This is an optimization exercise on Yosys and OpenROAD, whose aim is a short achievable clock period and few clock cycles, not a production implementation.
The RTL was checked by simulation tests, not by an equivalence proof against the original design.
No activity file was given, so power comes from the tool's default toggle rates.

===== flow/design.v =====
module ALU(
input   [31:0]  a,
input   [31:0]  b,
output  [31:0]  s
);
wire [31:0] p0 = a ^ b;
wire [31:0] g0 = a & b;
wire [31:0] g1, p1, g2, p2, g3, p3, g4, p4, g5, p5;
genvar i;
generate
for (i = 0; i < 32; i = i + 1) begin : lvl
    if (((i >> 0) & 1) == 1) begin : l1c
        assign g1[i] = g0[i] | (p0[i] & g0[(i >> 1 << 1)]);
        assign p1[i] = p0[i] & p0[(i >> 1 << 1)];
    end else begin : l1p
        assign g1[i] = g0[i];
        assign p1[i] = p0[i];
    end
    if (((i >> 1) & 1) == 1) begin : l2c
        assign g2[i] = g1[i] | (p1[i] & g1[(i >> 2 << 2) + 1]);
        assign p2[i] = p1[i] & p1[(i >> 2 << 2) + 1];
    end else begin : l2p
        assign g2[i] = g1[i];
        assign p2[i] = p1[i];
    end
    if (((i >> 2) & 1) == 1) begin : l3c
        assign g3[i] = g2[i] | (p2[i] & g2[(i >> 3 << 3) + 3]);
        assign p3[i] = p2[i] & p2[(i >> 3 << 3) + 3];
    end else begin : l3p
        assign g3[i] = g2[i];
        assign p3[i] = p2[i];
    end
    if (((i >> 3) & 1) == 1) begin : l4c
        assign g4[i] = g3[i] | (p3[i] & g3[(i >> 4 << 4) + 7]);
        assign p4[i] = p3[i] & p3[(i >> 4 << 4) + 7];
    end else begin : l4p
        assign g4[i] = g3[i];
        assign p4[i] = p3[i];
    end
    if (((i >> 4) & 1) == 1) begin : l5c
        assign g5[i] = g4[i] | (p4[i] & g4[15]);
        assign p5[i] = p4[i] & p4[15];
    end else begin : l5p
        assign g5[i] = g4[i];
        assign p5[i] = p4[i];
    end
end
endgenerate
assign s = p0 ^ {g5[30:0], 1'b0};
endmodule
module Lookup #(parameter IB = 5, parameter W = 32) (
input   [(W << IB) - 1:0]   flat,
input   [IB-1:0]            idx,
output  [W-1:0]             out
);
genvar l, k;
generate
for (l = 0; l <= IB; l = l + 1) begin : lv
    wire [(W << (IB - l)) - 1:0] v;
    if (l == 0) begin : leaf
        assign v = flat;
    end else begin : node
        for (k = 0; k < (1 << (IB - l)); k = k + 1) begin : m
            assign v[k*W +: W] = idx[l-1] ? lv[l-1].v[(2*k+1)*W +: W] : lv[l-1].v[2*k*W +: W];
        end
    end
end
endgenerate
assign out = lv[IB].v;
endmodule
module LookupOH #(parameter L = 5, parameter W = 32, parameter N = 1 << L) (
input   [N*W-1:0]   flat,
input   [N-1:0]     sel,
output  [W-1:0]     out
);
genvar l, k;
generate
for (l = 0; l <= L; l = l + 1) begin : lv
    wire [(N >> l) * W - 1:0] v;
    for (k = 0; k < (N >> l); k = k + 1) begin : m
        if (l == 0) begin : leaf
            assign v[k*W +: W] = flat[k*W +: W] & {W{sel[k]}};
        end else begin : node
            assign v[k*W +: W] = lv[l-1].v[2*k*W +: W] | lv[l-1].v[(2*k+1)*W +: W];
        end
    end
end
endgenerate
assign out = lv[L].v;
endmodule
module Register_File(
input              clk,
input              rst_n,
input       [31:0] ra1,      
input       [31:0] ra2,      
output      [31:0] rd1,
output      [31:0] rd2,
input              wea,
input       [4:0]  waa,
input       [31:0] wda,
input              web,
input       [4:0]  wab,
input       [31:0] wdb
);
reg  [31:0]   r [0:31];
wire [1023:0] flat;
genvar g;
generate
for (g = 0; g < 32; g = g + 1) begin : regs
    always @(posedge clk or negedge rst_n) begin
        if (!rst_n)
            r[g] <= 32'h0;
        else if (wea && waa == g)
            r[g] <= wda;
        else if (web && wab == g)
            r[g] <= wdb;
    end
    assign flat[g*32 +: 32] = r[g];
end
endgenerate
LookupOH #(.L(5), .W(32)) u_rd1 (.flat(flat), .sel(ra1), .out(rd1));
LookupOH #(.L(5), .W(32)) u_rd2 (.flat(flat), .sel(ra2), .out(rd2));
endmodule
module Top(
input           clk,
input           rst_n,
output  [7:0]   mem_addr,
output  [31:0]  mem_wdata,
output          mem_we,
input   [31:0]  mem_rdata
    );
reg  [7:0]  M;
reg         WE;
reg  [31:0] WD;
assign mem_addr  = M;
assign mem_we    = WE;
assign mem_wdata = WD;
reg  [7:0]  FA;          
reg         MB;          
reg         FF;          
reg         DV;          
reg         DC;          
reg  [31:0] CI;
reg  [7:0]  CIa, CIa1;    
reg  [7:0]  DPC;
reg         IRv, SKv;
reg  [31:0] IR, SK;
reg  [31:0] IRs1h, IRt1h, SKs1h, SKt1h;     
reg  [7:0]  IRpc, SKpc;
reg  [7:0]  IRalt, SKalt, IRalt1, SKalt1;
reg         IRaok, SKaok;                    
reg         Xv, Xalu, Xlw, Xsw, Xbr, Xpred;
reg  [4:0]  Xd;
reg  [31:0] A, B, SD;
reg  [7:0]  Xalt, Xalt1, Xalt2;
reg         A0v, A0p, A1v, A1p;
reg  [31:0] A0i, A1i;
reg  [7:0]  A0g, A1g;
reg         L1v, L2v;
reg  [4:0]  L1d, L2d;
reg         Yv;
reg  [4:0]  Yd;
reg  [31:0] Yval;
reg  [7:0]  Mc;
localparam IB = 5;               
localparam NC = 1 << IB;
localparam W  = 28;              
reg  [NC-1:0] CV;
reg  [7:0]    CT [0:NC-1];      
reg  [31:0]   CD [0:NC-1];
reg           CP [0:NC-1];
reg  [7:0]    CG [0:NC-1];
reg           CB [0:NC-1];      
wire [IB-1:0] li   = FA[IB-1:0];
localparam EW = 51;
wire [(EW << IB) - 1:0] cflat;
wire [EW-1:0] le, a0e, a1e;
reg  [NC-1:0] FAoh;             
LookupOH #(.L(IB), .W(EW)) u_lk (.flat(cflat), .sel(FAoh), .out(le));
wire          l_v = le[50];
wire          l_b = le[49];
wire          l_p = le[48];
wire [7:0]    l_g = le[47:40];
wire [7:0]    l_t = le[39:32];
wire [31:0]   l_d = le[31:0];
wire          hit  = l_v && (l_t == FA);
wire [7:0]    fa1  = FA + 8'd1;
reg  [7:0]    PF;                
reg  [7:0]    RA;                
reg           MDF;               
reg           PFOK, PFOKH;       
wire [7:0]    pfd  = PF - FA;
wire          pfbh = (pfd == 8'd0) || pfd[7];    
wire          pfin = !pfbh && (pfd <= W);
wire [31:0] sum;
ALU u_add(.a(A), .b(B), .s(sum));
wire        taken   = ~A[31] & (|A[30:0]);
wire        flushX  = Xv && Xbr && (taken != Xpred);
wire        dataopX = Xv && (Xlw || Xsw);
wire        xwr     = Xv && Xalu;
wire [31:0] dinst = DC ? CI : mem_rdata;
reg  [31:0] RDi;
reg  [7:0]  RDa;
reg         RDv, RDd;
wire        r_j   = RDi[31:26] == 6'h02;
wire        r_bb  = (RDi[31:26] == 6'h07) && RDi[15];
wire [7:0]  r_tgt = r_j ? RDi[7:0] : (RDa + 8'd1 + RDi[7:0]);
wire        redir_r = RDd && (r_j || r_bb) && !flushX;
wire        push  = DV && !flushX && !redir_r;
wire [7:0]  dalt  = CIa;
wire [7:0]  dalt1 = CIa1;
wire        daok  = DC;
wire [5:0]  op     = IR[31:26];
wire        i_add  = op == 6'h00;
wire        i_addi = op == 6'h08;
wire        i_lw   = op == 6'h23;
wire        i_sw   = op == 6'h2b;
wire        i_br   = op == 6'h07;
wire        i_j    = op == 6'h02;
wire [4:0]  rs = IR[25:21];
wire [4:0]  rt = IR[20:16];
wire        use_rs = i_add | i_addi | i_lw | i_sw | i_br;
wire        use_rt = i_add | i_sw;
wire [31:0] rf1, rf2;
wire        x_rs  = xwr && (Xd == rs);
wire        x_rt  = xwr && (Xd == rt);
wire        st_rs = (Xv && Xlw && (Xd == rs)) || (L1v && (L1d == rs) && !x_rs);
wire        st_rt = (Xv && Xlw && (Xd == rt)) || (L1v && (L1d == rt) && !x_rt);
wire [31:0] o_rs  = (Yv && Yd == rs) ? Yval : ((L2v && L2d == rs) ? mem_rdata : rf1);
wire [31:0] o_rt  = (Yv && Yd == rt) ? Yval : ((L2v && L2d == rt) ? mem_rdata : rf2);
wire [31:0] v_rs  = x_rs ? sum : o_rs;
wire [31:0] v_rt  = x_rt ? sum : o_rt;
wire        stall    = IRv && ((use_rs && st_rs) || (use_rt && st_rt));
wire        consumed = IRv && !stall;
wire        pred  = i_j || (i_br && IR[15]);
wire [7:0]  rpc1  = IRpc + 8'd1;
wire [7:0]  ralt  = pred ? rpc1 : rpc1 + IR[7:0];
wire [7:0]  alt   = IRalt;
wire [7:0]  alt1  = IRalt1;
wire [IB-1:0] a0x = alt[IB-1:0];
wire [IB-1:0] a1x = alt1[IB-1:0];
Lookup #(.IB(IB), .W(EW)) u_lk0 (.flat(cflat), .idx(a0x), .out(a0e));
Lookup #(.IB(IB), .W(EW)) u_lk1 (.flat(cflat), .idx(a1x), .out(a1e));
wire        a0hit = a0e[50] && (a0e[39:32] == alt);
wire        a1hit = a1e[50] && (a1e[39:32] == alt1);
wire        okC    = !(SKv && DV);                                   
wire        okN    = !(IRv && SKv) && !(IRv && DV) && !(SKv && DV);   
wire        sok    = consumed ? okC : okN;
wire        avail  = MDF || hit;
wire        issue  = sok && avail;
wire        nrd    = !flushX && !redir_r;
wire [7:0]  FA_r   = flushX ? (!A0v ? Xalt : A0p ? A0g : !A1v ? Xalt1 : A1p ? A1g : Xalt2) : r_tgt;
wire [7:0]  FA_n1  = !nrd ? FA_r : !avail ? FA : (hit && l_p) ? l_g : fa1;
wire [7:0]  FA_n0  = !nrd ? FA_r : FA;
wire [7:0]  FA_n   = sok ? FA_n1 : FA_n0;
wire        seq    = nrd && issue && !(hit && l_p);
wire        hold   = nrd && !issue;
wire [7:0]  pff    = PF - Xalt2;    
wire        bkw    = nrd && issue && hit && l_p && l_b;
wire        pfgo1  = ((nrd && avail && !(hit && l_p) && PFOK) || (nrd && !avail && hit && PFOKH)) && !dataopX;
wire        pfgo0  = nrd && hit && PFOKH && !dataopX;
wire        pfgo   = sok ? pfgo1 : pfgo0;
wire [7:0]  M_n1   = dataopX ? sum[9:2] : (pfgo1 ? PF : FA_n1);
wire [7:0]  M_n0   = dataopX ? sum[9:2] : (pfgo0 ? PF : FA_n0);
wire [7:0]  M_n    = sok ? M_n1 : M_n0;
wire [7:0]  PFa    = pfgo ? PF + 8'd1 : PF;
Register_File u_rf(
    .clk(clk), .rst_n(rst_n),
    .ra1(IRs1h), .ra2(IRt1h), .rd1(rf1), .rd2(rf2),
    .wea(Yv), .waa(Yd), .wda(Yval),
    .web(L2v), .wab(L2d), .wdb(mem_rdata)
);
wire [NC-1:0] dec_fa;
wire [31:0]   d_s1h, d_t1h, a0_s1h, a0_t1h, a1_s1h, a1_t1h;
genvar h;
generate
for (h = 0; h < NC; h = h + 1) begin : dfa
    assign dec_fa[h] = FA_n[IB-1:0] == h;
end
for (h = 0; h < 32; h = h + 1) begin : dreg
    assign d_s1h[h]  = dinst[25:21] == h;
    assign d_t1h[h]  = dinst[20:16] == h;
    assign a0_s1h[h] = A0i[25:21] == h;
    assign a0_t1h[h] = A0i[20:16] == h;
    assign a1_s1h[h] = A1i[25:21] == h;
    assign a1_t1h[h] = A1i[20:16] == h;
end
endgenerate
always @(posedge clk or negedge rst_n) begin
    if (!rst_n) begin
        WE <= 1'b0;
        FA <= 8'h0; FAoh <= {{(NC-1){1'b0}}, 1'b1}; IRs1h <= 32'h1; IRt1h <= 32'h1; SKs1h <= 32'h1; SKt1h <= 32'h1; MB <= 1'b1; PF <= 8'h1; RA <= 8'h0; MDF <= 1'b0; PFOK <= 1'b0; PFOKH <= 1'b0; IRalt <= 8'h0; SKalt <= 8'h0; IRalt1 <= 8'h0; SKalt1 <= 8'h0; IRaok <= 1'b0; SKaok <= 1'b0; CIa <= 8'h0; CIa1 <= 8'h0; RDi <= 32'h0; RDa <= 8'h0; RDv <= 1'b0; RDd <= 1'b0; FF <= 1'b0; DV <= 1'b0; DC <= 1'b0; CI <= 32'h0; DPC <= 8'h0;
        IRv <= 1'b0; SKv <= 1'b0; IR <= 32'h0; SK <= 32'h0; IRpc <= 8'h0; SKpc <= 8'h0;
        Xv <= 1'b0; Xalu <= 1'b0; Xlw <= 1'b0; Xsw <= 1'b0; Xbr <= 1'b0; Xpred <= 1'b0;
        Xd <= 5'h0; A <= 32'h0; B <= 32'h0; SD <= 32'h0; Xalt <= 8'h0; Xalt1 <= 8'h0; Xalt2 <= 8'h0;
        A0v <= 1'b0; A0p <= 1'b0; A1v <= 1'b0; A1p <= 1'b0; A0i <= 32'h0; A1i <= 32'h0; A0g <= 8'h0; A1g <= 8'h0;
        L1v <= 1'b0; L2v <= 1'b0; Yv <= 1'b0; Yd <= 5'h0; Mc <= 8'h0; L1d <= 5'h0; L2d <= 5'h0;
    end else begin
        Mc <= M_n;
        MDF <= !dataopX && !pfgo;
        RA <= Mc;
        RDi <= mem_rdata;
        RDa <= RA;
        RDv <= FF && !(WE && Mc == RA);
        RDd <= push && !DC;
        PF <= pfbh ? fa1 : PFa;
        PFOK <= flushX ? (A0v && !A0p && A1v && !A1p && (pff >= 8'd4) && (pff < W)) :
                redir_r ? 1'b0 :
                !pfbh && ((pfd >= 8'd4) || (pfd == 8'd3 && pfgo)) && (pfd < W) && (seq || hold || bkw);
        PFOKH <= !pfbh && (hold || bkw || (pfd >= 8'd2) || pfgo) && (pfd < W) && (seq || hold || bkw);
        WE <= Xv && Xsw;
        MB <= dataopX;
        FF <= !MB;
        FA  <= FA_n;
        FAoh <= dec_fa;
        DPC <= FA;
        DV  <= issue && !flushX && !redir_r;
        DC  <= hit;
        CI  <= l_d;
        CIa  <= l_p ? fa1 : l_g;
        CIa1 <= l_p ? FA + 8'd2 : l_g + 8'd1;
        if (flushX) begin
            IRv <= A0v; IR <= A0i; IRs1h <= a0_s1h; IRt1h <= a0_t1h; IRpc <= Xalt; IRalt <= A0p ? Xalt1 : A0g; IRalt1 <= A0p ? Xalt2 : A0g + 8'd1; IRaok <= 1'b1;
            SKv <= A0v && !A0p && A1v; SK <= A1i; SKs1h <= a1_s1h; SKt1h <= a1_t1h; SKpc <= Xalt1; SKalt <= A1p ? Xalt2 : A1g; SKalt1 <= A1p ? Xalt2 + 8'd1 : A1g + 8'd1; SKaok <= 1'b1;
        end else if (!IRv || (consumed && !SKv)) begin
            IRv <= push; IR <= dinst; IRs1h <= d_s1h; IRt1h <= d_t1h; IRpc <= DPC; IRalt <= dalt; IRalt1 <= dalt1; IRaok <= daok;
        end else if (consumed) begin
            IR <= SK; IRs1h <= SKs1h; IRt1h <= SKt1h; IRpc <= SKpc; IRalt <= SKalt; IRalt1 <= SKalt1; IRaok <= SKaok;
            SKv <= push; SK <= dinst; SKs1h <= d_s1h; SKt1h <= d_t1h; SKpc <= DPC; SKalt <= dalt; SKalt1 <= dalt1; SKaok <= daok;
        end else if (push) begin
            SKv <= 1'b1; SK <= dinst; SKs1h <= d_s1h; SKt1h <= d_t1h; SKpc <= DPC; SKalt <= dalt; SKalt1 <= dalt1; SKaok <= daok;
        end
        Xv    <= consumed && !flushX;
        Xalu  <= i_add | i_addi;
        Xlw   <= i_lw;
        Xsw   <= i_sw;
        Xbr   <= i_br;
        Xpred <= pred;
        Xd    <= i_add ? IR[15:11] : rt;
        A     <= v_rs;
        B     <= i_add ? v_rt : {{16{IR[15]}}, IR[15:0]};
        SD    <= v_rt;
        Xalt  <= IRaok ? alt : ralt;
        Xalt1 <= alt1;
        Xalt2 <= alt1 + 8'd1;
        A0v <= a0hit && IRaok; A0i <= a0e[31:0]; A0p <= a0e[48]; A0g <= a0e[47:40];
        A1v <= a1hit; A1i <= a1e[31:0]; A1p <= a1e[48]; A1g <= a1e[47:40];
        L1v <= Xv && Xlw;
        L1d <= Xd;
        L2v <= L1v;
        Yv  <= xwr;
        Yd  <= Xd;
        Yval <= sum;
        L2d <= L1d;
    end
end
genvar g;
generate
for (g = 0; g < NC; g = g + 1) begin : cache
    wire fill = RDv && (RDa[IB-1:0] == g);
    wire [7:0] tag_after = fill ? RDa : CT[g];
    assign cflat[g*EW +: EW] = {CV[g], CB[g], CP[g], CG[g], CT[g], CD[g]};
    wire inv  = WE && (Mc[IB-1:0] == g) && (tag_after == Mc);
    always @(posedge clk or negedge rst_n) begin
        if (!rst_n)
            CV[g] <= 1'b0;
        else
            CV[g] <= (CV[g] | fill) & ~inv;
    end
    always @(posedge clk) begin
        if (fill) begin
            CT[g] <= RDa;
            CD[g] <= RDi;
            CP[g] <= r_j || r_bb;
            CG[g] <= r_tgt;
            CB[g] <= r_bb && (&RDi[15:3]);
        end
    end
end
endgenerate
always @(posedge clk) begin
    WD <= SD;
    M  <= M_n;
end
endmodule

===== flow/flow/run.sh =====
#!/bin/bash
set -euo pipefail
cd "$(dirname "$0")/.."
bash standard.sh SETUP_SLACK_MARGIN=7 finish > flow_make.log 2>&1

===== flow/standard.sh =====
#!/bin/bash
# synth_recipe.tcl (not shown) runs the flow's synth.tcl, then flattens the netlist and writes it again
# the make line also repeats each setting of config.mk as NAME=value (left out here)
make -C /OpenROAD-flow-scripts/flow DESIGN_CONFIG=/design/flow/config.mk WORK_HOME=/design/flow/orfs CLKGATE_MAP_FILE= SYNTH_SCRIPT=/design/flow/synth_recipe.tcl "${@:-finish}"

===== flow/config.mk =====
export PLATFORM = sky130hd
export DESIGN_NAME = Top
export DESIGN_NICKNAME = Top
export VERILOG_FILES = /design/flow/design.v
export SDC_FILE = /design/flow/constraint.sdc
export NUM_CORES = 4
export LEC_CHECK = 0
export ABC_CLOCK_PERIOD_IN_PS = 1500
export CAP_MARGIN = 20
export CORE_MARGIN = 2
export CORE_UTILIZATION = 35
export PLACE_DENSITY = 0.55
export SLEW_MARGIN = 20
export TNS_END_PERCENT = 5

===== flow/constraint.sdc =====
create_clock -name core_clock -period 10.0 [get_ports {clk}]
set_input_delay 2.0000 -clock core_clock [delete_from_list [all_inputs] [get_ports {clk}]]
set_output_delay 2.0000 -clock core_clock [all_outputs]
set_load 0.01 [all_outputs]

==> flow_summary.yaml <==
logic_synthesis:
  avgSynthCellArea_sq_um: 11.66
  yosysWarnings: 8
  ys_seq_area_share_pct: 51.16
  ys_async_sr_fraction_pct: 50.39
  synthTopCellsByArea: "dfrtp_1 24%, edfxtp_1 24%, mux4_2 12%, mux2i_1 6.7%, a22oi_1 6.2%"
  synth_top_area_share_pct: 24.12
  yosys.area.top_type: "dfrtp_1"
  synth_cell_types: 87
  yosysMostFrequentCell: "dfrtp_1"
  synth_edf_count: 1376
  synth_cells: 15040
  synth_common_cells: "1691 x dfrtp_1, 1437 x a22oi_1, 1376 x edfxtp_1"
  ys.flop_type: "dfrtp_1"
  synth_seq_cells: 3370
  synth_fp_nets: 15149
  syn_area_sq_um: 175400
timing:
  worst_pin_slew_ns: 1.419
  slew_headroom_pct: 5.372
  worst_slack_ns: 6.230
  finalHoldViolations: 0
  layout_min_cycle_time_ns: 3.770
  finClkSkew_ns: 0.1171
  setup_viol: 0
  hold_ws_ns: 0.3403
  maxSlewViolCount: 0
  finalSetupTns_ns: 0
  max_freq_ghz: 0.2652
  fin_crit_sh_pct: 37.70
  rsz0062_at_grt: "yes"
final_layout:
  area_growth_pct: 18.32
  ff_latch_area_sq_um: 90150
  fin_nets: 15162
  fin_cells: 22158
  multi_input_area_sq_um: 83480
  drive_gt1_share_pct: 22.52
  design_area_sq_um: 207500
  fillerInstances: 46608
flow_run:
  maxCapViolations: 0
place:
  place_hpwl_mm: 555.5
  numPlacedInstances: 20871
  routabilityCongestion: 0.9913
  place_ws_ns: 4.940
  place_area_sq_um: 184300
  io_buffers: 74
critical_path:
  r2r_cells: 14
  reg2reg_to: "FAoh[22]"
  rr_startpoint: "FAoh[8]"
  worstPathMaxFanout: 6
  r2r_slack_ns: 6.23
  required_ns: 10.95
  cp-endpoint: "FAoh[22]"
  crit_arrival_ns: 4.72
  startpoint_type: "flip-flop"
  crit_path_end_kind: "flip-flop"
  path_class: "flip-flop to flip-flop"
  startpoint: "FAoh[8]"
die:
  fp.dieW_microns: 711.9
  core_sq_um: 500300
  dieArea_sq_um: 506900
  fp.dieH_microns: 711.9
  start_util_pct: 35.06
  io_pins: 75
  rows: 260
detailed_routing:
  ant_nets: 0
  vias_per_cell: 7.099
  drt_first_pass_iters: 13
  drc: 0
  num_vias: 157292
  drtIter0Drc: 32330
  wl_mm: 969.5
  post_drt_wl_per_cell_microns: 43.76
grt:
  first_global_vias: 142834
  grt_use_total_pct: 36.29
  grt_start_max_net_pins: 144
  grt_pass1_wl_mm: 1273
  antenna_found_initial: 86
  grt.overflow.total: 0
min_path:
  min_path_type: "flip-flop to flip-flop"
cts:
  hold_buffers: 0
  clock_sinks: 3370
  clk_latency_ns: 1.09
  clk_path_buf_depth: 4
  cts_tree: "done"
  clk_pin_slew_worst_paths_ns: 0.07
  cts_buffers: 382
  htreeDepth: 5
  cts-root-buf: "clkbuf_16"
power_and_ir_drop:
  p_leak_uw: 0.07509
  power_density_nw_per_um2: 378.2
  ir_worst_vdd_mv: 0.3271
status:
  status: "complete, no violations"
==> stage by stage <==
| stage | utilization, % | total power, uW |
|---|---|---|
| floorplan | - | 40880 |
| global placement | 36.79 | 55550 |
| detailed placement | 36.84 | 55730 |
| CTS | 40.34 | 72790 |
| global route | 41.45 | 79270 |
| finish | 41.48 | 78500 |
==> sequential cells by signal, summed over array words and instances, names as in the netlist, 256 cells and up <==
signal / flops
u_rf.r: 1024
CD: 1024
CT: 256
CG: 256
==> area by class of cell <==
cell class | instances | area share, %
Antenna cell | 97 | 0.1170
Clock buffer | 543 | 5.329
Clock inverter | 168 | 0.7988
Inverter | 119 | 0.2827
Multi-Input combinational cell | 10120 | 40.22
Sequential cell | 3370 | 43.44
Tap cell | 6681 | 4.028
Timing Repair Buffer | 1059 | 5.781
Timing Repair inverter | 1 | 0.004220
==> power by group <==
group | switching [uW] | total (uW) | internal, uW
Combinational | 25400 | 40700 | 15300
Sequential | 4700 | 23100 | 18400
Clock | 6420 | 14700 | 8280
Total | 36500 | 78500 | 42000
==> worst max-delay path: stages (launching register included) <==
cell	delay, ns
dfrtp_4	0.49
buf_12	0.16
a22oi_2	0.23
nand4_1	0.20
nor4_4	0.69
xnor2_2	0.14
nor4_4	0.17
buf_6	0.16
nand4_4	0.17
buf_12	0.20
mux2i_4	0.19
o221a_4	0.32
nor2_4	0.16
nand2_4	0.10
nor2_4	0.23
==> how the worst min path moves through the flow <==
stage                start     end  slack, ns  cells past startpoint
floorplan            SD[0]   WD[0]       0.32                      0
global placement    SD[25]  WD[25]       0.32                      0
detailed placement  SD[26]  WD[26]       0.34                      0
CTS                 SD[25]  WD[25]       0.34                      0
global route        SD[25]  WD[25]       0.35                      0
finish              SD[25]  WD[25]       0.34                      0
==> cells in the final DEF (no fill, tap or decap), drive strengths merged, types with 302 or more instances in the layout <==
cell type,instances
mux2i,1168
dfrtp,1691
mux4,933
buf,984
a22oi,1437
clkbuf,565
edfxtp,1376
nor2,1058
o21ai,849
nand3,302
a21oi,844
nand2,1363
==> kinds of logic (layout without fill, tap and decap cells) <==
| family | after synthesis | in the layout | synth area share (%) |
|---|---|---|---|
| AND/OR/NAND/NOR | 3587 | 3593 | 9.189 |
| XOR/XNOR | 304 | 304 | 1.518 |
| multiplexers | 2215 | 2215 | 19.38 |
| buffers and inverters | 1558 | 1890 | 3.381 |
| AO/OA/AOI/OAI | 3931 | 3933 | 14.80 |
| adder cells (fa/ha/maj) | 75 | 75 | 0.5735 |
| other | 0 | 97 | 0 |
| flip-flops | 3370 | 3370 | 51.16 |
==> what timing repair did <==
item | in CTS | in global routing
cloned | 43 | 20
setup endpoints to repair | 2218 | 2258
resized for setup | 563 | 726
setup buffers | 194 | 216
pin swaps | 87 | 158
==> per-layer routing <==
metal | global-route usage, % | vias to the layer above | part of all wire, %
met5 | 0.5373 | - | 0.10
met4 | 25.69 | 46 | 9.4
met3 | 16.92 | 4905 | 17
met2 | 49.90 | 16418 | 40
met1 | 44.59 | 77919 | 34
li1 | - | 58004 | -
Testbench counts, summed over its fixed seeds: cycles 29,814.

[re-timing with driven ports]
In the flow no input, the clock included, has a driving cell. The finished layout below was timed again as built, in two steps.
Step 1 sets driving cells, clkbuf_16 on the clock port and buf_2 on the other inputs (assumed; they add their load-dependent delay and slew).
Step 2 moves the port delays by t, midway between the first and last clock arrival at a register: inputs arrive t later, outputs are due t later. That takes back most of the time a late clock gives input paths.
Three values: ideal ports, drivers, drivers and shift; two values: the first two.
t (ns): 1.165
slack for setup (ns): 6.230 / 6.230 / 5.441
worst setup path after step 2: input to register
clock arrival spread, ns: 0.122 / 0.122
worst slew at a driven data input, ns: 0.23
After both steps setup and hold are still met in this run. For this run, drivers alone change the setup slack by 0.000 ns; drivers and shift together by -0.789 ns.
